From an optimization exercise on the open Yosys and OpenROAD flow, aimed at small area; shortcuts taken in it are not production practice.
The RTL was checked by simulation tests, not by an equivalence proof against the original design.
The clock cells of runs 2 to 5 come from the design's own scripts or RTL, not from TritonCTS.
The flow treats the clock pin as an ideal source. Dropping or thinning the clock tree relies on that and would not hold on a real chip.
Power and IR drop assume default switching activity.

--- flow/flow/run.sh ---
#!/bin/bash
# Standard ORFS flow with an area-oriented synthesis mapping (no adder
# extraction, ABC area script), unit-size port buffers, shared tie cells and a
# small clock tree. Registers are those of the standard synthesis.
set -euo pipefail
F=$PWD/flow
export MY_ABC_SCRIPT=$F/abc.script
export MY_ABC_NOD=1
bash standard.sh finish \
  SYNTH_SCRIPT=$F/my_synth.tcl \
  ADDER_MAP_FILE= \
  SYNTH_OPERATIONS_ARGS=-noshare \
  SYNTH_INSBUF=0 \
  SKIP_REPAIR_TIE_FANOUT=1 \
  "BUFFER_PORTS_ARGS=-buffer_cell sky130_fd_sc_hd__buf_1" \
  "CTS_ARGS=-sink_clustering_enable -sink_clustering_size 32 -sink_clustering_max_diameter 100 -buf_list sky130_fd_sc_hd__clkbuf_4 -dont_use_dummy_load -repair_clock_nets" \
  > flow_make.log 2>&1
--- flow/flow/abc.script ---
strash
&get -n
&deepsyn -T 30
&put
dc2
dch -f
amap
topo
--- flow/flow/my_synth.tcl ---
proc synth {args} { yosys synth -nofsm -noshare {*}$args }
proc abc {args} {
  set i [lsearch $args -script]
  if {$i >= 0 && [info exists ::env(MY_ABC_SCRIPT)] && $::env(MY_ABC_SCRIPT) ne ""} {
    if {$::env(MY_ABC_SCRIPT) eq "default"} {
      set args [lreplace $args $i [expr {$i+1}]]
    } else {
      set args [lreplace $args [expr {$i+1}] [expr {$i+1}] $::env(MY_ABC_SCRIPT)]
    }
  }
  if {[info exists ::env(MY_ABC_NOD)] && $::env(MY_ABC_NOD) eq "1"} {
    set j [lsearch $args -D]
    if {$j >= 0} { set args [lreplace $args $j [expr {$j+1}]] }
  }
  puts "MY ABC ARGS: $args"
  yosys abc {*}$args
}
source $::env(SCRIPTS_DIR)/synth.tcl
# left out here: clear keep_hierarchy, flatten, clean up, hide names made inside functions, write 1_2_yosys.v
--- flow/standard.sh ---
#!/bin/bash
# synth_recipe.tcl (not shown) runs the flow's synth.tcl, then flattens the netlist and writes it again
# the make line also repeats each setting of config.mk as NAME=value (left out here)
make -C /OpenROAD-flow-scripts/flow DESIGN_CONFIG=/design/flow/config.mk WORK_HOME=/design/flow/orfs CLKGATE_MAP_FILE= SYNTH_SCRIPT=/design/flow/synth_recipe.tcl "${@:-finish}"
--- flow/config.mk ---
export PLATFORM = sky130hd
export DESIGN_NAME = ping_pong_engine
export DESIGN_NICKNAME = ping_pong_engine
export VERILOG_FILES = /design/flow/design.v
export SDC_FILE = /design/flow/constraint.sdc
export NUM_CORES = 4
export LEC_CHECK = 0
export ABC_AREA = 1
export CAP_MARGIN = 20
export CORE_MARGIN = 2
export CORE_UTILIZATION = 60
export SLEW_MARGIN = 20
--- flow/constraint.sdc ---
create_clock -name core_clock -period 10.0 [get_ports {clk}]
set_input_delay 2.0000 -clock core_clock [delete_from_list [all_inputs] [get_ports {clk}]]
set_output_delay 2.0000 -clock core_clock [all_outputs]
set_load 0.01 [all_outputs]
--- flow/design.v ---
module object_ctrl
(
   input  wire        clk,
   input  wire        rst,
   input  wire        tick,
   input  wire        up_en,
   input  wire        down_en,
   input  wire        live,       
   output wire [10:0] bar_y_t,
   output wire [10:0] bar_y_b,
   output wire [10:0] ball_x_l,
   output wire [10:0] ball_x_r,
   output wire [10:0] ball_y_t,
   output wire [10:0] ball_y_b,
   output wire        hit,
   output wire        miss
);
   reg  [8:0] bar;           
   reg  [7:0] by;            
   reg  [8:1] bxu;           
   wire [8:0] bx = {bxu, by[0]};
   reg  [1:0] code;
   reg  [3:0] jc;
   wire       act = code[1] | code[0];
   wire       pbu = code[1] & ~code[0];
   wire       pbd = code[1] & code[0];
   reg        offy, offx;    
   reg        hit_r;
   wire       load = jc[3] & ~jc[2];      
   wire [8:0] bar_b = bar + 9'd71;
   wire [8:0] bar_t = bar;
   assign bar_y_b  = {2'b00, bar_b};
   assign bar_y_t  = {2'b00, bar_t};
   assign ball_y_b = {2'b00, by, 1'b0};
   assign ball_x_r = {1'b0, bx, 1'b0};
   wire [7:0] by_hi = {2'b00, by[7:2]} - 8'd1;
   wire [7:0] bx_hi = {1'b0, bx[8:2]} - 8'd1;
   assign ball_y_t = {by_hi, by[1:0], 1'b1};
   assign ball_x_l = {bx_hi, bx[1:0], 1'b1};
   wire by_3   = by[7:2] == 6'd0;
   wire by_4   = by[7:2] == 6'd1 & by[1:0] == 2'd0;
   wire by_240 = &by[7:4];
   wire by_239 = by[7:4] == 4'b1110 & (&by[3:0]);
   wire bx_3   = bx[8:2] == 7'd0;
   wire bx_4   = bx[8:2] == 7'd1 & bx[1:0] == 2'd0;
   wire bx_320 = bx[8] & bx[6];
   wire bx_319 = bx[8] & (&bx[5:0]);
   wire ry_top = act ? (~offy & by_4)   : by_3;      
   wire ry_bot = act ? ( offy & by_239) : by_240;    
   wire rx_lft = act ? (~offx & bx_4)   : bx_3;      
   wire rx_rgt = act ? ( offx & bx_319) : bx_320;    
   wire [8:0] w = {1'b0, by} - {1'b0, bar_t[8:1]};
   wire p = bar_t[0];
   wire w_neg = w[8];
   wire [7:0] wl = w[7:0];
   wire vtop = ~w_neg & (wl <= 8'd4) & (wl >= {7'd0, p});
   wire vbot = ~w_neg & (wl >= 8'd35 + p) & (wl <= 8'd39);
   wire hwin = ~w_neg & (wl >= 8'd2) & (wl <= 8'd37 + p) & ~by_3;
   wire bx_hi8 = bx[8] & ~bx[6];
   wire vwin = (bx_hi8 & (bx[5:0] >= 6'd45) & (bx[5:0] <= 6'd48)) | bx_3;
   wire hrgt = bx_hi8 & ((bx[5:0] == 6'd49) | (bx[5:0] == 6'd50));
   wire hlft = bx_hi8 & (bx[5:0] == 6'd44);
   wire vhit = ~ry_top & ~ry_bot & vwin & (vtop | vbot);
   wire hhit = ~rx_lft & ~rx_rgt & hwin & (hrgt | hlft);
   wire mv_up = up_en & ~((bar[8:2] == 7'd0) & ~bar[0]);            
   wire mv_dn = ~up_en & down_en & ~(bar[8] & bar[7] & bar[4] & bar[3]);  
   always @(posedge clk) begin
      if (rst) begin
         code <= 2'b00;
         jc   <= 4'b0000;
      end else begin
         if (tick)
            code <= {mv_up | mv_dn, ~mv_up};
         else if (load)
            code <= 2'b00;
         jc <= act ? {jc[2:0], ~jc[3]} : 4'b0000;
      end
   end
   always @(posedge clk) begin
      if (rst) begin
         bar <= 9'd0;
         by  <= 8'd120;
         bxu <= 8'd160;
      end else if (load) begin
         if (pbu)
            bar <= bar - 9'd3;
         else if (pbd)
            bar <= bar + 9'd3;
         by  <= offy ? by + 8'd1 : by - 8'd1;
         bxu <= offx ? bxu + {7'd0, by[0]} : bxu - {7'd0, ~by[0]};
      end
   end
   always @(posedge clk) begin
      if (rst) begin
         offy <= 1'b0;
         offx <= 1'b0;
      end else if (~act | load) begin
         if (ry_top)
            offy <= 1'b1;
         else if (ry_bot)
            offy <= 1'b0;
         else if (vhit)
            offy <= vbot;
         if (rx_lft)
            offx <= 1'b1;
         else if (rx_rgt)
            offx <= 1'b0;
         else if (hhit)
            offx <= hrgt;
      end
   end
   always @(posedge clk)
      hit_r <= vhit | hhit;
   assign hit  = hit_r;
   assign miss = live & ~rx_lft & rx_rgt;
endmodule
`default_nettype none
module ping_pong_engine (
   input  wire        clk,
   input  wire        rst,
   input  wire        up_en,
   input  wire        down_en,
   input  wire        ref_tick,
   input  wire        first_pixel,
   output wire        frame_start,
   output wire        win_init,
   output wire        win_play,
   output wire        win_over,
   output wire [3:0]  dig0,
   output wire [3:0]  dig1,
   output wire [1:0]  ball_num,
   output wire [10:0] bar_y_t,
   output wire [10:0] bar_y_b,
   output wire [10:0] ball_x_l,
   output wire [10:0] ball_x_r,
   output wire [10:0] ball_y_t,
   output wire [10:0] ball_y_b
);
   wire hit, miss;
   object_ctrl object_ctrl_inst (
      .clk      ( clk      ),
      .rst      ( rst      ),
      .tick     ( ref_tick ),
      .up_en    ( up_en    ),
      .down_en  ( down_en  ),
      .live     ( win_init_r | win_play_r | win_over_r ),
      .bar_y_t  ( bar_y_t  ),
      .bar_y_b  ( bar_y_b  ),
      .ball_x_l ( ball_x_l ),
      .ball_x_r ( ball_x_r ),
      .ball_y_t ( ball_y_t ),
      .ball_y_b ( ball_y_b ),
      .hit      ( hit      ),
      .miss     ( miss     )
   );
   reg  win_init_r, win_play_r, win_over_r, chg_r;
   reg  [3:0] dig0_r, dig1_r;
   reg  [1:0] ball_num_r;
   reg  [6:0] timer_cnt;      
   reg  timer_out, fs_r;
   assign win_init    = win_init_r;
   assign win_play    = win_play_r;
   assign win_over    = win_over_r;
   assign dig0        = dig0_r;
   assign dig1        = dig1_r;
   assign ball_num    = ball_num_r;
   assign frame_start = fs_r;
   wire s_play = win_init_r ? chg_r : (win_play_r & ~chg_r);
   wire s_over = win_play_r ? chg_r : (win_over_r & ~chg_r);
   wire s_idle = ~s_play & ~s_over;
   wire start_game  = win_init_r & chg_r;
   wire start_timer = win_play_r & chg_r;
   always @(posedge clk) begin
      if (rst) begin
         win_init_r <= 1'b0;
         win_play_r <= 1'b0;
         win_over_r <= 1'b0;
         chg_r      <= 1'b0;
      end else begin
         win_init_r <= s_idle;
         win_play_r <= s_play;
         win_over_r <= s_over;
         chg_r      <= s_idle ? (up_en | down_en) :
                       s_play ? (ball_num_r == 2'b00) : timer_out;
      end
   end
   always @(posedge clk)
      fs_r <= first_pixel;
   wire timer_fb = timer_cnt[6] ^ timer_cnt[5] ^ (timer_cnt[5:0] == 6'd0);
   always @(posedge clk) begin
      if (rst)
         timer_cnt <= 7'b0000000;
      else if (start_timer)
         timer_cnt <= 7'b0000001;
      else if (win_over_r & fs_r)
         timer_cnt <= {timer_cnt[5:0], timer_fb};
   end
   always @(posedge clk)
      timer_out <= ~win_init_r & (timer_cnt == 7'b1000000);
   always @(posedge clk) begin
      if (rst | start_game) begin
         dig0_r     <= 4'h0;
         dig1_r     <= 4'h0;
         ball_num_r <= 2'd3;
      end else if (ref_tick) begin
         if (hit) begin
            if (dig0_r[3] & dig0_r[0]) begin
               dig0_r <= 4'h0;
               dig1_r <= dig1_r + 4'd1;
            end else
               dig0_r <= dig0_r + 4'd1;
         end
         if (miss)
            ball_num_r <= ball_num_r - 2'd1;
      end
   end
endmodule
==> results of run 1 <==
==> state kept, by name (all words and copies together) (netlist names), 2 cells and up <==
name                   cells
ball_num_r                 2
dig0_r                     4
dig1_r                     4
object_ctrl_inst.bar       9
object_ctrl_inst.bxu       8
object_ctrl_inst.by        8
object_ctrl_inst.code      2
object_ctrl_inst.jc        4
timer_cnt                  7
==> kinds of logic after synthesis <==
logic type	count (synthesis)	share of synthesized area, %
simple gates	146	22.81
compound gates	113	26.31
flops	57	40.39
buf+inv	77	10.23
other cells	2	0.2658
==> final timing paths <==
kind	startpoint	slack [ns]	to	depth (start not counted)
setup / recovery	object_ctrl_inst.bar[3]	5.71	bar_y_b[8]	11
hold / removal	object_ctrl_inst.jc[3]	0.40	object_ctrl_inst.jc[0]	1
setup reg to reg	object_ctrl_inst.bar[2]	6.89	object_ctrl_inst.offy	15
hold reg to reg	object_ctrl_inst.jc[3]	0.40	object_ctrl_inst.jc[0]	1
==> layout make-up <==
class | count | share of cell area [%]
Clock buffer | 9 | 2.083
Inverter | 77 | 8.912
Multi-Input combinational cell | 261 | 43.02
Sequential cell | 57 | 35.19
Tap cell | 52 | 2.006
Timing Repair Buffer | 75 | 8.796
==> critical path, delay by kind of cell, from the launching register on <==
| kind | cells | cell delay, ns |
|---|---|---|
| and+or+nand+nor | 6 | 0.83 |
| DFF | 1 | 0.43 |
| AOI/OAI and AO/OA | 1 | 0.06 |
| buffers and inverters | 4 | 0.57 |
==> stage by stage <==
| step | hold WS, ns | area, um^2 | total power [mW] | worst slack (ns) |
|---|---|---|---|---|
| 6_report | 0.4033 | 3243 | 0.3705 | 5.707 |
| 5_1_grt | 0.4256 | 3243 | 0.3846 | 5.415 |
| 3_3_place_gp | 0.4043 | 3176 | 0.2607 | 6.211 |
| 2_1_floorplan | 0.3924 | 2825 | 0.2530 | 6.301 |
| 4_1_cts | 0.4031 | 3243 | 0.3728 | 5.720 |
| 3_5_place_dp | 0.4081 | 3176 | 0.2612 | 6.160 |
==> power groups by stage <==
stage | registers (mW) | logic (mW) | clock network, mW
floorplan | 0.239 | 0.0141 | 0
global placement | 0.239 | 0.0221 | 0
detailed placement | 0.239 | 0.0224 | 0
CTS | 0.234 | 0.0225 | 0.117
global route | 0.234 | 0.0258 | 0.125
finish | 0.233 | 0.0227 | 0.114
==> per-layer routing <==
layer  vias up  track usage (%)  routed length (um)  part of all wire, %
met1      1370            35.19                3098                   45
met3        23            6.215                 538                  7.8
met2       111            43.33                3065                   45
met5         -                0                   0                    0
li1       1566                -                   -                    -
met4         0            12.96                 175                  2.5
==> placed cells by master (no fill, tap or decap), types with 5 or more instances in the layout <==
cell / n
nand3_1: 6
o22ai_1: 14
clkinv_1: 77
o221ai_1: 13
nand2_1: 22
nor3_1: 17
nor4_1: 7
o21ai_0: 28
buf_1: 74
nor2_1: 74
and3_1: 8
dfxtp_1: 57
a211oi_1: 11
a31oi_1: 5
clkbuf_4: 9
a221oi_1: 7
a21oi_1: 22
==> flow_summary.ini, run 1 <==
[drt]
drtPass1Iterations = 4
postRouteAntennaNets = 0
drtIter0Drc = 220
wirelength_um = 6877
drc = 0
routed_via_density = 5.782
vias = 3070
wire_per_inst_um = 12.95

[global_route]
grt_first_pass_wirelength_um = 11490
grt_usage_pct = 27.30
grt_overflow_total = 0
grt_max_degree = 27
antenna_found_initial = 0
grt_pass1_vias = 2720

[job]
drv_cap = 0

[cells_and_area]
drive_above_1_share_pct = 2.088
multi_input_area_um2 = 1395
final_util_pct = 72.97
area_growth_pct = 14.79
regArea_um2 = 1141
n_antenna_cell = 0
nFillCells = 380
final-instance-count-excl-fill = 531
finalNetCount = 487

[clocking]
cts_repair_resize_count = 0
clock_latency_ns = 0.41
post_cts_buffers = 0
tritoncts = yes
numCtsBuffers = 9
clkTransAtPathRegs_ns = 0.09
root_buffer = clkbuf_4
clock_path_buffers = 2
numClockSinks = 57
cts_max_level = 3
ctsHoldBuffers = 0

[pwr]
p_comb_share_pct = 6.1
power_switching_mw = 0.09200
cellPowerDensity_nw_per_um2 = 114.2
clkPwrFrac_pct = 30.9
seqPwrFrac_pct = 63.0
cellLeakagePower_nw = 1.082
swShare_pct = 24.83
internal-power_mw = 0.2785
ir_drop_mv = 0.08040

[timing]
fmax_mhz = 232.9
fin_crit_ns = 4.293
hold_violations = 0
post-route-period-util_pct = 42.93
maxSlewViolCount = 0
finClkSkew_ns = 0.02944
rsz0062_at_grt = no
finalSetupViolCount = 0
finalSetupTns_ns = 0

[yosys]
synth_edf_count = 0
syn_inst = 395
synthTopCellsByCount = clkinv_1 (77), nor2_1 (74), dfxtp_1 (57), o21ai_0 (28)
ys_top_cells_by_area = dfxtp_1 (40%), clkinv_1 (10%), nor2_1 (9.8%), o21ai_0 (5.0%), o221ai_1 (4.0%)
netlist_area_um2 = 2825
yosysTopAreaCellShare_pct = 40.39
ys_seq_area_share_pct = 40.39
yosysTopAreaCell = dfxtp_1
ys_async_sr_fraction_pct = 0
yosysMostFrequentCell = clkinv_1
syn-num-nets = 401
syn_area_per_cell_um2 = 7.152
synth_cell_types = 32
yosysWarnings = 2
synth_top_flop_cell = dfxtp_1
ys_ff_latch = 57

[worst_setup_path]
crit_top_cell = nor2_1
slowest_delay_ns = 0.43
required_ns = 8.00
end_kind = output port
crit_chain = clkinv_1, nor2_1, clkinv_1, nor2_1, clkinv_1, nor2_1, nor2_1, nor2_1, nand2_1, o21ai_0, buf_1
cp_max_fo = 7
crit_type = reg2out
start_kind = flop
worstPathArrival_ns = 2.29
cp_slowest_cell = dfxtp_1

[status]
status = no timing/DRC/antenna violations

[floorplan]
rows = 24
die_h_um = 72.62
core_um2 = 4444
num_io_pins = 86
start_util_pct = 63.57
die_area_um2 = 5274
dieWidth_um = 72.62

[placed_design]
placed_cells = 522
dp_hpwl_um = 5206
buffer_ports.inserted = 74
place_congestion = 0.9085

[min_path]
worstHoldPathType = reg2reg
==> run 2, diff against run 1 <==
--- a/flow/design.v
+++ b/flow/design.v
@@ -20,13 +20,13 @@
    reg  [8:1] bxu;           
    wire [8:0] bx = {bxu, by[0]};
    reg  [1:0] code;
-   reg  [3:0] jc;
+   reg  [2:0] cnt;
    wire       act = code[1] | code[0];
    wire       pbu = code[1] & ~code[0];
    wire       pbd = code[1] & code[0];
    reg        offy, offx;    
    reg        hit_r;
-   wire       load = jc[3] & ~jc[2];      
+   wire       load = &cnt;               
    wire [8:0] bar_b = bar + 9'd71;
    wire [8:0] bar_t = bar;
    assign bar_y_b  = {2'b00, bar_b};
@@ -67,13 +67,13 @@
    always @(posedge clk) begin
       if (rst) begin
          code <= 2'b00;
-         jc   <= 4'b0000;
+         cnt  <= 3'd0;
       end else begin
          if (tick)
             code <= {mv_up | mv_dn, ~mv_up};
          else if (load)
             code <= 2'b00;
-         jc <= act ? {jc[2:0], ~jc[3]} : 4'b0000;
+         cnt <= act ? cnt + 3'd1 : 3'd0;
       end
    end
    always @(posedge clk) begin
==> flow/flow/run.sh (replaced) <==
#!/bin/bash
# Standard ORFS flow with an area-oriented synthesis mapping (no adder
# extraction, ABC area script with deepsyn), unit-size port buffers, shared
# tie cells and a small two-level clock tree (clock_tree.tcl) in place of
# TritonCTS. Registers are those of the standard synthesis.
set -euo pipefail
F=$PWD/flow
export MY_ABC_SCRIPT=$F/abc.script
export MY_ABC_NOD=1
export PRE_CTS_TCL=$F/clock_tree.tcl
bash standard.sh finish \
  SYNTH_SCRIPT=$F/my_synth.tcl \
  ADDER_MAP_FILE= \
  SYNTH_OPERATIONS_ARGS=-noshare \
  SYNTH_INSBUF=0 \
  SKIP_REPAIR_TIE_FANOUT=1 \
  "BUFFER_PORTS_ARGS=-buffer_cell sky130_fd_sc_hd__buf_1" \
  PRE_CTS_TCL=$F/clock_tree.tcl \
  > flow_make.log 2>&1
==> flow/flow/abc.script (replaced) <==
strash
&get -n
&deepsyn -J 200
&put
dc2
dch -f
amap
strash
dch -f
amap
topo
==> flow/flow/clock_tree.tcl (new file) <==
# Pre-CTS hook: a two-level clock tree built here in place of TritonCTS.
# The flip-flops are split by position (k-means) into groups, each driven by
# one leaf buffer at the group's centre; one root buffer on the clock port
# drives the leaf buffers.  Configurations are tried from the smallest area
# up until the estimated clock-pin slew is within the target.

proc ct_sinks {block net} {
  set res {}
  foreach it [$net getITerms] {
    if {[$it getIoType] ne "INPUT"} continue
    set inst [$it getInst]
    set bb [$inst getBBox]
    lappend res [list "[$inst getName]/[[$it getMTerm] getName]" \
      [expr {([$bb xMin]+[$bb xMax])/2.0}] [expr {([$bb yMin]+[$bb yMax])/2.0}]]
  }
  return $res
}

proc ct_kmeans {pts k} {
  set n [llength $pts]
  set order [lsort -real -index 1 $pts]
  set cent {}
  for {set i 0} {$i < $k} {incr i} {
    set p [lindex $order [expr {int(($i+0.5)*$n/$k)}]]
    lappend cent [list [lindex $p 1] [lindex $p 2]]
  }
  set asg {}
  for {set it 0} {$it < 50} {incr it} {
    set asg {}
    foreach p $pts {
      set best 0; set bd 1e30
      for {set i 0} {$i < $k} {incr i} {
        set c [lindex $cent $i]
        set d [expr {abs([lindex $p 1]-[lindex $c 0]) + abs([lindex $p 2]-[lindex $c 1])}]
        if {$d < $bd} { set bd $d; set best $i }
      }
      lappend asg $best
    }
    set nc {}
    for {set i 0} {$i < $k} {incr i} {
      set sx 0.0; set sy 0.0; set m 0
      foreach p $pts a $asg {
        if {$a == $i} { set sx [expr {$sx+[lindex $p 1]}]; set sy [expr {$sy+[lindex $p 2]}]; incr m }
      }
      if {$m} { lappend nc [list [expr {$sx/$m}] [expr {$sy/$m}]] } else { lappend nc [lindex $cent $i] }
    }
    set cent $nc
  }
  return [list $asg $cent]
}

proc ct_worst_slew {} {
  estimate_parasitics -placement
  set worst 0
  foreach pin [all_registers -clock_pins -edge_triggered] {
    foreach edge {rise fall} {
      foreach a {min max} {
        set s [expr {[sta::time_ui_sta [get_property $pin slew_${a}_$edge]] * 1e12}]
        if {$s > $worst} { set worst $s }
      }
    }
  }
  return $worst
}

proc ct_build {nleaf leafcell rootcell} {
  set block [ord::get_db_block]
  set dbu [$block getDbUnitsPerMicron]
  set sinks [ct_sinks $block [$block findNet clk]]
  lassign [ct_kmeans $sinks $nleaf] asg cent
  set bufs {}
  for {set i 0} {$i < $nleaf} {incr i} {
    set lp {}
    foreach s $sinks a $asg { if {$a == $i} { lappend lp [get_pins [lindex $s 0]] } }
    if {![llength $lp]} continue
    set c [lindex $cent $i]
    insert_buffer -buffer_cell $leafcell -net clk -load_pins $lp \
      -buffer_name clkleaf_$i -net_name clk_leaf_$i \
      -location [list [expr {[lindex $c 0]/$dbu}] [expr {[lindex $c 1]/$dbu}]]
    lappend bufs clkleaf_$i
  }
  insert_buffer -buffer_cell $rootcell -net clk -buffer_name clkroot -net_name clk_root
  lappend bufs clkroot
  foreach name [concat clk clk_root [lmap i [lsearch -all $bufs clkleaf_*] {string map {clkleaf clk_leaf} [lindex $bufs $i]}]] {
    set net [$block findNet $name]
    if {$net ne "NULL"} { $net setSigType CLOCK }
  }
  return $bufs
}

set ct_target 110.0
set ct_configs {
  {4 sky130_fd_sc_hd__clkbuf_8 sky130_fd_sc_hd__clkbuf_4}
  {5 sky130_fd_sc_hd__clkbuf_8 sky130_fd_sc_hd__clkbuf_4}
  {6 sky130_fd_sc_hd__clkbuf_8 sky130_fd_sc_hd__clkbuf_8}
  {8 sky130_fd_sc_hd__clkbuf_8 sky130_fd_sc_hd__clkbuf_8}
}
set_propagated_clock [all_clocks]
set ct_done 0
foreach cfg $ct_configs {
  lassign $cfg nl leaf root
  set bufs [ct_build $nl $leaf $root]
  set w [ct_worst_slew]
  puts "clock tree: $nl x $leaf, root $root: estimated worst clock-pin slew $w ps"
  if {$w <= $ct_target} { set ct_done 1; break }
  remove_buffers $bufs
}
if {!$ct_done} {
  set bufs [ct_build 10 sky130_fd_sc_hd__clkbuf_8 sky130_fd_sc_hd__clkbuf_16]
  puts "clock tree: fallback 10 x clkbuf_8: estimated worst clock-pin slew [ct_worst_slew] ps"
}
unset_propagated_clock [all_clocks]

# The tree is built; TritonCTS is not run.
proc clock_tree_synthesis {args} { puts "clock_tree_synthesis skipped: clock tree built by clock_tree.tcl" }
==> run 2 against run 1 <==
Combinational power fell by 7%. Total power fell by 3.2%. Highest routed layer unchanged. Utilization fell by 0.66 points. Clock power fell by 5%.
==> flow_summary.ini, run 2 <==
[cells_and_area]
area_growth_pct = 14.97
finalNetCount = 473
drive_above_1_share_pct = 1.290
nFillCells = 396
layout_common_cells = nor2_1 (80), buf_1 (74), clkinv_1 (65)
reg_top3 = object_ctrl_inst.bar x9, object_ctrl_inst.bxu x8, object_ctrl_inst.by x8
largest_register_ffs = 9
regArea_um2 = 1121
final_util_pct = 72.32
n_antenna_cell = 0
regMostFlops = object_ctrl_inst.bar
multi_input_area_um2 = 1393
final_common_cell = nor2_1

[global_route]
grt_usage_pct = 25.37
grt_pass1_vias = 2551
grt_first_pass_wirelength_um = 11040
grt_max_degree = 36
antenna_found_initial = 0
grt_overflow_total = 0

[timing]
post-route-period-util_pct = 42.31
fin_ws_ns = 5.769
rsz0062_at_grt = no
finalSetupViolCount = 0
finClkSkew_ns = 0.02680
hold_violations = 0
maxSlewViolCount = 0
fin_crit_ns = 4.231
finalSetupTns_ns = 0
fmax_mhz = 236.3

[yosys]
ys_seq_area_share_pct = 40.65
yosysTopAreaCell = dfxtp_1
syn_inst = 385
yosysTopAreaCellShare_pct = 40.65
synth_edf_count = 0
synth_top_flop_cell = dfxtp_1
ys_async_sr_fraction_pct = 0
syn_area_per_cell_um2 = 7.163
syn-num-nets = 391
ys_ff_latch = 56
synthTopCellsByCount = nor2_1 (80), clkinv_1 (65), dfxtp_1 (56), o21ai_0 (26)
synth_cell_types = 35
ys_top_cells_by_area = dfxtp_1 (41%), nor2_1 (11%), clkinv_1 (8.8%), o21ai_0 (4.7%), a21oi_1 (4.5%)
yosysMostFrequentCell = nor2_1
netlist_area_um2 = 2758
yosysWarnings = 2

[worst_setup_path]
slowest_delay_ns = 0.44
required_ns = 8.00
r2r_cells = 16
crit_chain = clkinv_1, nor2_1, clkinv_1, nor2_1, clkinv_1, nor2_1, nor2_1, nor2_1, nand2_1, o21ai_0, buf_1
reg2reg_to = object_ctrl_inst.offy
crit_type = reg2out
cp.buffers_inverters = 4
end_kind = output port
crit_family = simple AND/OR/NAND/NOR gates
crit_top_cell = nor2_1
start_kind = flop
cp_slowest_cell = dfxtp_1
reg2reg_from = object_ctrl_inst.bar[2]
worst-r2r-setup-slack_ns = 6.76
cp_max_fo = 6
worstPathArrival_ns = 2.23

[clocking]
clock_latency_ns = 0.38
post_cts_buffers = 0
clkTransAtPathRegs_ns = 0.11
cts_repair_resize_count = 0
ctsHoldBuffers = 0

[job]
drv_cap = 0

[placed_design]
pre_cts_ws_ns = 6.180
dp_hpwl_um = 5025
buffer_ports.inserted = 74
place_congestion = 0.8752

[drt]
postRouteAntennaNets = 0
routed_via_density = 5.669
wirelength_um = 6605
drtPass1Iterations = 4
drtIter0Drc = 209
drc = 0
wire_per_inst_um = 12.78
vias = 2931

[floorplan]
core_um2 = 4384
dieWidth_um = 71.80
num_io_pins = 86
rows = 24
die_h_um = 71.80
die_area_um2 = 5155
start_util_pct = 62.90

[min_path]
whs_path_depth = 1
worst_hold_path.endpoint = object_ctrl_inst.cnt[0]
worstHoldPathType = reg2reg
worstHoldStart = object_ctrl_inst.cnt[0]

[status]
status = no timing/DRC/antenna violations

[pwr]
ir_drop_mv = 0.1302
finalPower_mw = 0.3587
cellPowerDensity_nw_per_um2 = 113.1
cellLeakagePower_nw = 1.078
run 2: cell types whose count changed after synthesis, moves of 4 or more:
cell      change
nor2_1        +6
nor3_1        -4
clkinv_1     -12
o221ai_1      -8
run 2: area by class of cell, clock buffers not listed:
class	count	share of cell area [%]
inverter	65	7.695
multi-input combinational	264	43.92
sequential	56	35.36
tap	52	2.052
timing repair buffer	75	8.998
run 2: routing by layer:
layer | wire, um | vias to the layer above | global-route usage (%)
li1 | - | 1528 | -
met1 | 2977 | 1293 | 35.49
met2 | 3096 | 101 | 44.44
met3 | 466 | 9 | 1.547
met4 | 65 | 0 | 3.354
met5 | 0 | - | 0
run 2: report_power, final:
part           switching, mW  internal (mW)
clock                 0.0677         0.0407
sequential           0.00291          0.226
combinational         0.0149        0.00625
total                 0.0855          0.273
run 2: worst max path at each step:
stage / from / endpoint / cells past startpoint
final: object_ctrl_inst.bar[3] / bar_y_b[8] / 11
after global routing: object_ctrl_inst.bar[3] / bar_y_b[8] / 11
after CTS: object_ctrl_inst.bar[3] / bar_y_b[8] / 11
after detailed placement: object_ctrl_inst.bar[3] / bar_y_b[8] / 11
after global placement: object_ctrl_inst.bar[0] / bar_y_b[8] / 13
after floorplan: object_ctrl_inst.bar[3] / bar_y_b[8] / 10
run 2: logic make-up after synthesis:
family                 after synthesis  share of synthesized area (%)
AOI/OAI and AO/OA                  115                          27.09
DFF                                 56                          40.65
other                                2                         0.2723
and+or+nand+nor                    147                          23.14
buffers and inverters               65                          8.847
run 2: per-stage QoR:
step	hold slack, ns	std cells	cell area (um^2)
2_1_floorplan	0.4065	385	2758
3_3_place_gp	0.4193	512	3108
3_5_place_dp	0.4438	512	3108
4_1_cts	0.4411	517	3171
5_1_grt	0.4852	517	3171
6_report	0.4542	517	3171
==> run 3, diff against run 2 <==
--- a/flow/flow/clock_tree.tcl
+++ b/flow/flow/clock_tree.tcl
@@ -88,9 +88,10 @@
   return $bufs
 }
 
-set ct_target 110.0
+set ct_target 112.0
 set ct_configs {
-  {4 sky130_fd_sc_hd__clkbuf_8 sky130_fd_sc_hd__clkbuf_4}
+  {4 sky130_fd_sc_hd__buf_6 sky130_fd_sc_hd__clkbuf_2}
+  {4 sky130_fd_sc_hd__clkbuf_8 sky130_fd_sc_hd__clkbuf_2}
   {5 sky130_fd_sc_hd__clkbuf_8 sky130_fd_sc_hd__clkbuf_4}
   {6 sky130_fd_sc_hd__clkbuf_8 sky130_fd_sc_hd__clkbuf_8}
   {8 sky130_fd_sc_hd__clkbuf_8 sky130_fd_sc_hd__clkbuf_8}
==> run 3 against run 2 <==
Maximum frequency is 2.1% lower. Die area did not move. Via count is 9.0% lower. Global-route usage decreased by 0.44 points. Clock skew rose by 0.0062 ns.
==> flow_summary.ini, run 3 <==
[job]
drv_cap = 0

[worst_setup_path]
cp_max_fo = 6
reg2reg_from = object_ctrl_inst.by[1]
startpoint = object_ctrl_inst.bar[3]
required_ns = 8.00
reg2reg_to = object_ctrl_inst.offy
r2r_cells = 16
start_kind = flop
worstPathArrival_ns = 2.32
end_kind = output port
worst-r2r-setup-slack_ns = 6.63
crit_end = bar_y_b[8]
crit_type = reg2out

[yosys]
synth_top_flop_cell = dfxtp_1
synthTopCellsByCount = nor2_1 (80), clkinv_1 (65), dfxtp_1 (56), o21ai_0 (26)
ys_seq_area_share_pct = 40.65
yosysTopAreaCell = dfxtp_1
yosysMostFrequentCell = nor2_1
yosysTopAreaCellShare_pct = 40.65
netlist_area_um2 = 2758
yosysWarnings = 2
syn-num-nets = 391
ys_async_sr_fraction_pct = 0
syn_area_per_cell_um2 = 7.163
ys_top_cells_by_area = dfxtp_1 (41%), nor2_1 (11%), clkinv_1 (8.8%), o21ai_0 (4.7%), a21oi_1 (4.5%)
syn_inst = 385
synth_edf_count = 0
ys_ff_latch = 56
synth_cell_types = 35

[pwr]
finalPower_mw = 0.3529
cellLeakagePower_nw = 0.9853
cellPowerDensity_nw_per_um2 = 122.4
ir_drop_mv = 0.1099

[timing]
fin_crit_ns = 4.320
maxSlewViolCount = 0
finalSetupTns_ns = 0
worst_slew_pin_slew_ns = 0.7274
finalSetupViolCount = 0
hold_violations = 0
rsz0062_at_grt = no
fin_ws_ns = 5.680
fmax_mhz = 231.5
max_slew_margin_pct = 51.44
post-route-period-util_pct = 43.20
finClkSkew_ns = 0.03297

[clocking]
post_cts_buffers = 0
clkTransAtPathRegs_ns = 0.11
cts_repair_resize_count = 0
ctsHoldBuffers = 0
clock_latency_ns = 0.44

[drt]
drtIter0Drc = 178
wire_per_inst_um = 14.61
drc = 0
routed_via_density = 6.036
wirelength_um = 6458
drtPass1Iterations = 4
vias = 2668
postRouteAntennaNets = 0

[global_route]
grt_pass1_vias = 2422
grt_max_degree = 36
antenna_found_initial = 0
grt_first_pass_wirelength_um = 10810
grt_overflow_total = 0
grt_usage_pct = 24.93

[min_path]
worstHoldPathType = reg2reg

[cells_and_area]
largest_register_ffs = 9
finalNetCount = 398
reg_top3 = object_ctrl_inst.bar x9, object_ctrl_inst.bxu x8, object_ctrl_inst.by x8
regMostFlops = object_ctrl_inst.bar
final_common_cell = nor2_1
final_area_um2 = 2883
n_antenna_cell = 0
drive_above_1_share_pct = 1.282
multi_input_area_um2 = 1393
layout_common_cells = nor2_1 (80), clkinv_1 (65), dfxtp_1 (56)
area_growth_pct = 4.537
nFillCells = 413
regArea_um2 = 1121

[floorplan]
start_util_pct = 62.90
die_h_um = 71.80
num_io_pins = 86
die_area_um2 = 5155
core_um2 = 4384
rows = 24
dieWidth_um = 71.80

[placed_design]
buffer_ports.inserted = 74
dp_hpwl_um = 5025
pre_cts_ws_ns = 6.180
place_area_um2 = 3108
place_congestion = 0.8752

[status]
status = no timing/DRC/antenna violations
run 3: cell counts after synthesis:
Identical to the previous run, type by type.
run 3: logic make-up after synthesis:
kind of cell	count (synthesis)	synth area share (%)
flip-flops	56	40.65
AND/OR/NAND/NOR	147	23.14
buffers and inverters	65	8.847
other	2	0.2723
AO/OA/AOI/OAI	115	27.09
run 3: stage by stage:
step | instances | utilization [%] | hold slack (ns)
after CTS | 442 | 65.75 | 0.4404
after global routing | 442 | 65.75 | 0.4926
final | 442 | 65.75 | 0.4627
after floorplan | 385 | - | 0.4065
after detailed placement | 512 | 70.89 | 0.4438
after global placement | 512 | 70.89 | 0.4193
run 3: worst min path at each step:
| stage | end | startpoint | cells after the start |
|---|---|---|---|
| after floorplan | object_ctrl_inst.cnt[0] | object_ctrl_inst.cnt[0] | 1 |
| after CTS | object_ctrl_inst.cnt[0] | object_ctrl_inst.cnt[0] | 1 |
| after global routing | object_ctrl_inst.cnt[0] | object_ctrl_inst.cnt[0] | 1 |
| after detailed placement | object_ctrl_inst.cnt[0] | object_ctrl_inst.cnt[0] | 1 |
| after global placement | object_ctrl_inst.cnt[0] | object_ctrl_inst.cnt[0] | 1 |
| final | object_ctrl_inst.cnt[0] | object_ctrl_inst.cnt[0] | 1 |
run 3: where the power goes:
part	internal, mW	total, mW	switching, mW
Clock	0.0382	0.107	0.0688
Combinational	0.00505	0.0157	0.0107
Sequential	0.226	0.230	0.00385
run 3: layout make-up, clock buffers not listed:
class,count,share of cell area (%)
inverter,65,8.464
multi-input combinational,264,48.31
sequential,56,38.89
tap,52,2.257
run 3: routing by layer:
layer / vias to the layer above / share of wire (%) / GRT usage [%]
met5: - / 0 / 0
met4: 0 / 1.6 / 4.193
met3: 13 / 7.5 / 4.782
met2: 80 / 46 / 42.80
met1: 1202 / 44 / 33.19
li1: 1373 / - / -
run 3: worst max-delay path: stages, from the launching register on:
cell	delay (ns)
dfxtp_1	0.50
clkinv_1	0.22
nor2_1	0.19
clkinv_1	0.11
nor2_1	0.14
clkinv_1	0.10
nor2_1	0.16
nor2_1	0.09
nor2_1	0.16
nand2_1	0.07
o21ai_0	0.15
==> run 4, diff against run 3 <==
==> flow/flow/run.sh (replaced) <==
#!/bin/bash
# Standard ORFS flow with an area-oriented synthesis mapping (no adder
# extraction, ABC area script with deepsyn), unit-size port buffers, shared
# tie cells (one cell, tie_merge.tcl) and a small two-level clock tree (clock_tree.tcl) in place of
# TritonCTS. Registers are those of the standard synthesis.
set -euo pipefail
F=$PWD/flow
export MY_ABC_SCRIPT=$F/abc.script
export MY_ABC_NOD=1
export PRE_CTS_TCL=$F/clock_tree.tcl
export POST_FLOORPLAN_TCL=$F/tie_merge.tcl
bash standard.sh finish \
  SYNTH_SCRIPT=$F/my_synth.tcl \
  ADDER_MAP_FILE= \
  SYNTH_OPERATIONS_ARGS=-noshare \
  SYNTH_INSBUF=0 \
  SKIP_REPAIR_TIE_FANOUT=1 \
  "BUFFER_PORTS_ARGS=-buffer_cell sky130_fd_sc_hd__buf_1" \
  PRE_CTS_TCL=$F/clock_tree.tcl \
  POST_FLOORPLAN_TCL=$F/tie_merge.tcl \
  > flow_make.log 2>&1
--- a/flow/flow/clock_tree.tcl
+++ b/flow/flow/clock_tree.tcl
@@ -1,8 +1,7 @@
 # Pre-CTS hook: a two-level clock tree built here in place of TritonCTS.
 # The flip-flops are split by position (k-means) into groups, each driven by
 # one leaf buffer at the group's centre; one root buffer on the clock port
-# drives the leaf buffers.  Configurations are tried from the smallest area
-# up until the estimated clock-pin slew is within the target.
+# drives the leaf buffers.
 
 proc ct_sinks {block net} {
   set res {}
@@ -81,36 +80,30 @@
   }
   insert_buffer -buffer_cell $rootcell -net clk -buffer_name clkroot -net_name clk_root
   lappend bufs clkroot
-  foreach name [concat clk clk_root [lmap i [lsearch -all $bufs clkleaf_*] {string map {clkleaf clk_leaf} [lindex $bufs $i]}]] {
-    set net [$block findNet $name]
-    if {$net ne "NULL"} { $net setSigType CLOCK }
+  # mark the clock nets: the port's net and every net a clock buffer drives
+  set todo [list [$block findNet clk]]
+  while {[llength $todo]} {
+    set net [lindex $todo 0]
+    set todo [lrange $todo 1 end]
+    $net setSigType CLOCK
+    foreach it [$net getITerms] {
+      if {[$it getIoType] ne "INPUT"} continue
+      set inst [$it getInst]
+      if {![string match "clk*" [$inst getName]]} continue
+      foreach ot [$inst getITerms] {
+        if {[$ot getIoType] eq "OUTPUT" && [$ot getNet] ne "NULL"} { lappend todo [$ot getNet] }
+      }
+    }
   }
   return $bufs
 }
 
-set ct_target 112.0
-set ct_configs {
-  {4 sky130_fd_sc_hd__buf_6 sky130_fd_sc_hd__clkbuf_2}
-  {4 sky130_fd_sc_hd__clkbuf_8 sky130_fd_sc_hd__clkbuf_2}
-  {5 sky130_fd_sc_hd__clkbuf_8 sky130_fd_sc_hd__clkbuf_4}
-  {6 sky130_fd_sc_hd__clkbuf_8 sky130_fd_sc_hd__clkbuf_8}
-  {8 sky130_fd_sc_hd__clkbuf_8 sky130_fd_sc_hd__clkbuf_8}
-}
 set_propagated_clock [all_clocks]
-set ct_done 0
-foreach cfg $ct_configs {
-  lassign $cfg nl leaf root
-  set bufs [ct_build $nl $leaf $root]
-  set w [ct_worst_slew]
-  puts "clock tree: $nl x $leaf, root $root: estimated worst clock-pin slew $w ps"
-  if {$w <= $ct_target} { set ct_done 1; break }
-  remove_buffers $bufs
-}
-if {!$ct_done} {
-  set bufs [ct_build 10 sky130_fd_sc_hd__clkbuf_8 sky130_fd_sc_hd__clkbuf_16]
-  puts "clock tree: fallback 10 x clkbuf_8: estimated worst clock-pin slew [ct_worst_slew] ps"
-}
+ct_build 4 sky130_fd_sc_hd__clkbuf_8 sky130_fd_sc_hd__clkbuf_2
+set ct_w [ct_worst_slew]
+puts "clock tree: 4 x clkbuf_8, root clkbuf_2: estimated worst clock-pin slew $ct_w ps"
 unset_propagated_clock [all_clocks]
+if {$ct_w > 118.0} { error "clock tree: estimated clock-pin slew too high" }
 
 # The tree is built; TritonCTS is not run.
 proc clock_tree_synthesis {args} { puts "clock_tree_synthesis skipped: clock tree built by clock_tree.tcl" }
==> flow/flow/tie_merge.tcl (new file) <==
# Post-floorplan hook: synthesis leaves one tie cell for the constant-0
# outputs and one for the constant-1 outputs; conb_1 has both a HI and a LO
# pin, so one cell drives both.
set tm_block [ord::get_db_block]
set tm_ties {}
foreach inst [$tm_block getInsts] {
  if {[[$inst getMaster] getName] eq "sky130_fd_sc_hd__conb_1"} { lappend tm_ties $inst }
}
if {[llength $tm_ties] == 2} {
  lassign $tm_ties tm_a tm_b
  if {[[$tm_a findITerm LO] getNet] ne "NULL"} { lassign [list $tm_b $tm_a] tm_a tm_b }
  set tm_hi [[$tm_a findITerm HI] getNet]
  set tm_lo [[$tm_b findITerm LO] getNet]
  if {$tm_hi ne "NULL" && $tm_lo ne "NULL" && [[$tm_a findITerm LO] getNet] eq "NULL" && [[$tm_b findITerm HI] getNet] eq "NULL"} {
    [$tm_b findITerm LO] disconnect
    [$tm_a findITerm LO] connect $tm_lo
    odb::dbInst_destroy $tm_b
    puts "tie cells merged into [$tm_a getName]"
  }
}
==> run 4 against run 3 <==
Clock skew is 0.0086 ns lower. Setup slack lost 0.0013 ns. Global-route usage shrank 0.86 points. Combinational power up 34%. Final cell count is 17% higher. Final area is 9.8% higher. Largest cell class unchanged. Die area unchanged. Utilization increased by 6.4 points. Still clean. Maximum frequency hardly changed. Sequential share of layout area fell by 3.5 points. Largest power group unchanged. Synthesized cell count did not move. Clock power hardly changed.
==> flow_summary.ini, run 4 <==
[status]
status = no timing/DRC/antenna violations

[timing]
post-route-period-util_pct = 43.21
fmax_mhz = 231.4
fin_crit_ns = 4.321
finalSetupViolCount = 0
finClkSkew_ns = 0.02438
max_slew_margin_pct = 68.12
maxSlewViolCount = 0
hold_violations = 0
worst_slew_pin_slew_ns = 0.4662
rsz0062_at_grt = no
finalSetupTns_ns = 0

[yosys]
yosysTopAreaCellShare_pct = 40.65
yosysWarnings = 2
yosysTopAreaCell = dfxtp_1
synth_edf_count = 0
synthTopCellsByCount = nor2_1 (80), clkinv_1 (65), dfxtp_1 (56), o21ai_0 (26)
netlist_area_um2 = 2758
synth_top_flop_cell = dfxtp_1
syn-num-nets = 391
synth_cell_types = 35
syn_inst = 385
yosysMostFrequentCell = nor2_1
ys_ff_latch = 56
ys_top_cells_by_area = dfxtp_1 (41%), nor2_1 (11%), clkinv_1 (8.8%), o21ai_0 (4.7%), a21oi_1 (4.5%)
ys_async_sr_fraction_pct = 0
ys_seq_area_share_pct = 40.65
syn_area_per_cell_um2 = 7.163

[drt]
vias = 2883
drc = 0
wire_per_inst_um = 12.30
routed_via_density = 5.587
drtPass1Iterations = 5
drtIter0Drc = 147
wirelength_um = 6346
postRouteAntennaNets = 0

[clocking]
ctsHoldBuffers = 0
cts_repair_resize_count = 0
clock_latency_ns = 0.43
clkTransAtPathRegs_ns = 0.10
post_cts_buffers = 0

[global_route]
grt_overflow_total = 0
grt_first_pass_wirelength_um = 10520
grt_usage_pct = 24.07
grt_pass1_vias = 2403
grt_max_degree = 36
antenna_found_initial = 0

[cells_and_area]
final_common_cell = nor2_1
layout_common_cells = nor2_1 (80), buf_1 (74), clkinv_1 (65)
n_antenna_cell = 0
regMostFlops = object_ctrl_inst.bar
largest_register_ffs = 9
final_area_um2 = 3164
nFillCells = 399
drive_above_1_share_pct = 1.293
finalNetCount = 473
reg_top3 = object_ctrl_inst.bar x9, object_ctrl_inst.bxu x8, object_ctrl_inst.by x8
area_growth_pct = 14.75

[floorplan]
die_h_um = 71.80
core_um2 = 4384
die_area_um2 = 5155
num_io_pins = 86
dieWidth_um = 71.80
rows = 24
start_util_pct = 62.90

[job]
drv_cap = 0

[worst_setup_path]
cp_max_fo = 6
worstPathArrival_ns = 2.32
required_ns = 8.00
end_kind = output port
crit_type = reg2out
start_kind = flop

[pwr]
ir_drop_mv = 0.1182
cellPowerDensity_nw_per_um2 = 112.8
cellLeakagePower_nw = 1.074

[placed_design]
buffer_ports.inserted = 74
place_congestion = 0.8862
dp_hpwl_um = 4916
place_area_um2 = 3104

[min_path]
worstHoldPathType = reg2reg
[run 4: cells by family (layout without fill, tap and decap cells)]
logic type | after synthesis | after routing | share of synthesized area, %
and+or+nand+nor | 147 | 147 | 23.14
DFF | 56 | 56 | 40.65
AOI/OAI and AO/OA | 115 | 115 | 27.09
buffers and inverters | 65 | 145 | 8.847
other | 2 | 1 | 0.2723
[run 4: cell type report, clock buffers not listed]
type                            count  area [um^2]  share of cell area, %
Multi-Input combinational cell    263         1389                  43.89
Sequential cell                    56         1121                  35.43
Timing Repair Buffer               75        285.3                  9.015
Inverter                           65        244.0                  7.711
Tap cell                           52        65.06                  2.056
[run 4: report_power, final]
| part | switching [mW] | total, mW | leakage (nW) | internal, mW |
|---|---|---|---|---|
| logic | 0.0148 | 0.0210 | 0.588 | 0.00624 |
| clock network | 0.0685 | 0.107 | 0.0329 | 0.0382 |
| registers | 0.00280 | 0.229 | 0.453 | 0.226 |
[run 4: worst paths after layout]
| path | from | endpoint | slack [ns] | depth (start not counted) |
|---|---|---|---|---|
| worst max-delay path | object_ctrl_inst.bar[3] | bar_y_b[8] | 5.68 | 11 |
| worst min-delay path | object_ctrl_inst.cnt[0] | object_ctrl_inst.cnt[0] | 0.44 | 1 |
| worst max register to register | object_ctrl_inst.bar[2] | object_ctrl_inst.offx | 6.72 | 16 |
| worst min register to register | object_ctrl_inst.cnt[0] | object_ctrl_inst.cnt[0] | 0.44 | 1 |
[run 4: per-stage QoR]
stage	util [%]	setup WS, ns	total power [mW]	hold slack [ns]	std cells
floorplan	-	6.388	0.2473	0.4065	385
global placement	70.80	6.247	0.2549	0.4176	511
detailed placement	70.80	6.170	0.2551	0.4234	511
CTS	72.17	6.153	0.3337	0.4233	516
global route	72.17	5.320	0.3712	0.4807	516
finish	72.17	5.679	0.3569	0.4365	516
[run 4: critical path, stage by stage (launching register included)]
cell and delay [ns]:
dfxtp_1 0.44, clkinv_1 0.19, nor2_1 0.19, clkinv_1 0.10
nor2_1 0.14, clkinv_1 0.10, nor2_1 0.18, nor2_1 0.09
nor2_1 0.16, nand2_1 0.07, o21ai_0 0.06, buf_1 0.16
[run 4: metal layers]
| metal | global-route usage, % | share of wire, % | vias to the layer above |
|---|---|---|---|
| met5 | 0 | 0 | - |
| met4 | 2.725 | 0.93 | 0 |
| met2 | 41.46 | 46 | 85 |
| met3 | 1.547 | 6.2 | 6 |
| met1 | 34.43 | 47 | 1275 |
| li1 | - | - | 1517 |
==> run 5, diff against run 4 <==
--- a/flow/flow/clock_tree.tcl
+++ b/flow/flow/clock_tree.tcl
@@ -99,11 +99,11 @@
 }
 
 set_propagated_clock [all_clocks]
-ct_build 4 sky130_fd_sc_hd__clkbuf_8 sky130_fd_sc_hd__clkbuf_2
+ct_build 4 sky130_fd_sc_hd__buf_6 sky130_fd_sc_hd__clkbuf_2
 set ct_w [ct_worst_slew]
-puts "clock tree: 4 x clkbuf_8, root clkbuf_2: estimated worst clock-pin slew $ct_w ps"
+puts "clock tree: 4 x buf_6, root clkbuf_2: estimated worst clock-pin slew $ct_w ps"
 unset_propagated_clock [all_clocks]
-if {$ct_w > 118.0} { error "clock tree: estimated clock-pin slew too high" }
+if {$ct_w > 122.0} { error "clock tree: estimated clock-pin slew too high" }
 
 # The tree is built; TritonCTS is not run.
 proc clock_tree_synthesis {args} { puts "clock_tree_synthesis skipped: clock tree built by clock_tree.tcl" }
==> run 5 against run 4 <==
Sequential cell count stayed put. Sequential power hardly changed. Critical path depth stayed put. First-iteration DRC count stayed put. Still clean on timing, DRC and antenna. Sequential share of layout area is 0.11 points higher. Area after synthesis stayed put. Final area is 0.32% lower. Largest power group unchanged. Worst hold slack better by 0.00094 ns. Largest cell class unchanged. Clock power is 5% lower. Highest routed layer unchanged.
==> flow_summary.ini, run 5 <==
[status]
status = no timing/DRC/antenna violations

[clocking]
clkTransAtPathRegs_ns = 0.11
post_cts_buffers = 0
clock_latency_ns = 0.41
ctsHoldBuffers = 0
cts_repair_resize_count = 0

[yosys]
yosysWarnings = 2
ys_async_sr_fraction_pct = 0
syn_inst = 385
yosysTopAreaCellShare_pct = 40.65
ys_ff_latch = 56
yosysMostFrequentCell = nor2_1
synthAdderAreaFrac_pct = 0
synth_cell_types = 35
syn-num-nets = 391
synth_edf_count = 0
yosysTopAreaCell = dfxtp_1
synthMuxAreaShare_pct = 0
syn_area_per_cell_um2 = 7.163
ys_top_cells_by_area = dfxtp_1 (41%), nor2_1 (11%), clkinv_1 (8.8%), o21ai_0 (4.7%), a21oi_1 (4.5%)
synthTopCellsByCount = nor2_1 (80), clkinv_1 (65), dfxtp_1 (56), o21ai_0 (26)
synth-simple-area-share_pct = 23.14
synth_compound_area_share_pct = 27.09
synth_top_flop_cell = dfxtp_1
synthXorXnorAreaFrac_pct = 0
netlist_area_um2 = 2758
synth_top_family_by_area = compound AO/OA/AOI/OAI gates
ys_seq_area_share_pct = 40.65

[timing]
max_slew_margin_pct = 68.12
maxSlewViolCount = 0
finalSetupTns_ns = 0
worst_slew_pin_slew_ns = 0.4662
rsz0062_at_grt = no
finClkSkew_ns = 0.02688
hold_violations = 0
post-route-period-util_pct = 42.98
worst_hold_slack_ns = 0.4374
fmax_mhz = 232.7
finalSetupViolCount = 0
fin_ws_ns = 5.702
fin_crit_ns = 4.298

[global_route]
grt_usage_pct = 24.07
grt_max_degree = 36
grt_first_pass_wirelength_um = 10520
grt_overflow_total = 0
grt_pass1_vias = 2403
antenna_found_initial = 0

[min_path]
worstHoldPathType = reg2reg
worstHoldStart = object_ctrl_inst.cnt[0]
worst_hold_path.endpoint = object_ctrl_inst.cnt[0]
whs_path_depth = 1

[worst_setup_path]
reg2reg_from = object_ctrl_inst.bar[2]
crit_type = reg2out
r2r_cells = 16
cp_max_fo = 6
required_ns = 8.00
worst-r2r-setup-slack_ns = 6.71
worstPathArrival_ns = 2.30
start_kind = flop
reg2reg_to = object_ctrl_inst.offx
end_kind = output port

[drt]
highest_layer = met4
drtIter0Drc = 147
wl_met2_um = 2896
routedLengthMet1_um = 2985
wl_met3_um = 392
wirelength_um = 6335
postRouteAntennaNets = 0
routed_via_density = 5.587
drtPass1Iterations = 5
drc = 0
wire_per_inst_um = 12.28
vias = 2883

[cells_and_area]
final-instance-count-excl-fill = 516
layout_common_cells = nor2_1 (80), buf_1 (74), clkinv_1 (65)
finalNetCount = 473
final_area_um2 = 3154
n_antenna_cell = 0
nFillCells = 403
regMostFlops = object_ctrl_inst.bar
largest_register_ffs = 9
final_common_cell = nor2_1
area_growth_pct = 14.38
reg_top3 = object_ctrl_inst.bar x9, object_ctrl_inst.bxu x8, object_ctrl_inst.by x8
drive_above_1_share_pct = 1.293

[floorplan]
die_h_um = 71.80
dieWidth_um = 71.80
die_area_um2 = 5155
num_io_pins = 86
start_util_pct = 62.90
core_um2 = 4384
rows = 24

[pwr]
seqPwrFrac_pct = 65.0
cellPowerDensity_nw_per_um2 = 111.7
power_switching_mw = 0.08646
cellLeakagePower_nw = 1.070
clkPwrFrac_pct = 29.0
p_comb_share_pct = 6.0
internal-power_mw = 0.2660
ir_drop_mv = 0.1157
swShare_pct = 24.53

[placed_design]
placed_cells = 511
place_congestion = 0.8862
dp_hpwl_um = 4916
pre_cts_ws_ns = 6.170
buffer_ports.inserted = 74
place_area_um2 = 3104

[job]
drv_cap = 0
[run 5: power by group through the flow]
stage	clock network (mW)	logic, mW	registers [mW]
2_1_floorplan	0	0.0129	0.234
5_1_grt	0.114	0.0239	0.230
3_3_place_gp	0	0.0207	0.234
6_report	0.102	0.0210	0.229
3_5_place_dp	0	0.0208	0.234
4_1_cts	0.0748	0.0209	0.234
[run 5: critical path: stages, from the launching register on]
cell,delay [ns]
dfxtp_1,0.44
clkinv_1,0.19
nor2_1,0.19
clkinv_1,0.10
nor2_1,0.14
clkinv_1,0.10
nor2_1,0.18
nor2_1,0.09
nor2_1,0.16
nand2_1,0.07
o21ai_0,0.06
buf_1,0.16
[run 5: through the flow]
step           power [mW]  util (%)
6_report           0.3525     71.95
5_1_grt            0.3672     71.95
4_1_cts            0.3300     71.95
3_5_place_dp       0.2551     70.80
3_3_place_gp       0.2549     70.80
2_1_floorplan      0.2473         -
[run 5: final cells by class, clock buffers not listed]
cell class                 instances  area, um^2  area share [%]
sequential                        56        1121           35.54
multi-input combinational        263        1389           44.03
timing repair buffer              75       285.3           9.044
inverter                          65       244.0           7.735
tap                               52       65.06           2.063
[run 5: per-layer routing]
| layer | global-route usage, % | vias up |
|---|---|---|
| met3 | 1.547 | 6 |
| met5 | 0 | - |
| met1 | 34.43 | 1272 |
| met4 | 2.725 | 0 |
| met2 | 41.46 | 87 |
| li1 | - | 1518 |
[run 5: worst max path at each step]
| stage | depth (start not counted) | slack (ns) | from | end |
|---|---|---|---|---|
| floorplan | 10 | 6.39 | object_ctrl_inst.bar[3] | bar_y_b[8] |
| global placement | 11 | 6.25 | object_ctrl_inst.bar[3] | bar_y_b[8] |
| detailed placement | 11 | 6.17 | object_ctrl_inst.bar[3] | bar_y_b[8] |
| CTS | 11 | 6.15 | object_ctrl_inst.bar[3] | bar_y_b[8] |
| global route | 11 | 5.34 | object_ctrl_inst.bar[3] | bar_y_b[8] |
| finish | 11 | 5.70 | object_ctrl_inst.bar[3] | bar_y_b[8] |
[run 5: cells by family after synthesis]
group                  after synthesis
AND/OR/NAND/NOR                    147
flip-flops                          56
AO/OA/AOI/OAI                      115
other                                2
buffers and inverters               65

## separate check: timing with driven ports
Ports are ideal in the flow. The routed layouts listed here were re-timed in OpenROAD.
Step 1 (the two cells are an assumption about what drives the block):
set clk [get_ports {clk}]
set_driving_cell -lib_cell sky130_fd_sc_hd__clkbuf_16 $clk
set_driving_cell -lib_cell sky130_fd_sc_hd__buf_2 [delete_from_list [all_inputs] $clk]
Step 2 moves the port delays by t, midway between the first and last clock arrival at a register: inputs arrive t later, outputs are due t later. That takes back most of the time a late clock gives input paths.
a / b / c = ideal / step 1 / step 2; a / b = the first two.
run	t (ns)	setup slack, ns	worst slew at a driven data input, ns
run 1	0.415	5.707 / 5.684 / 6.099	0.04
run 2	0.381	5.769 / 5.756 / 6.136	0.03
run 3	0.440	5.680 / 5.667 / 6.107	0.67
run 4	0.434	5.679 / 5.666 / 6.100	0.03
run 5	0.406	5.702 / 5.689 / 6.096	0.03
After both steps every run listed still meets setup and hold.
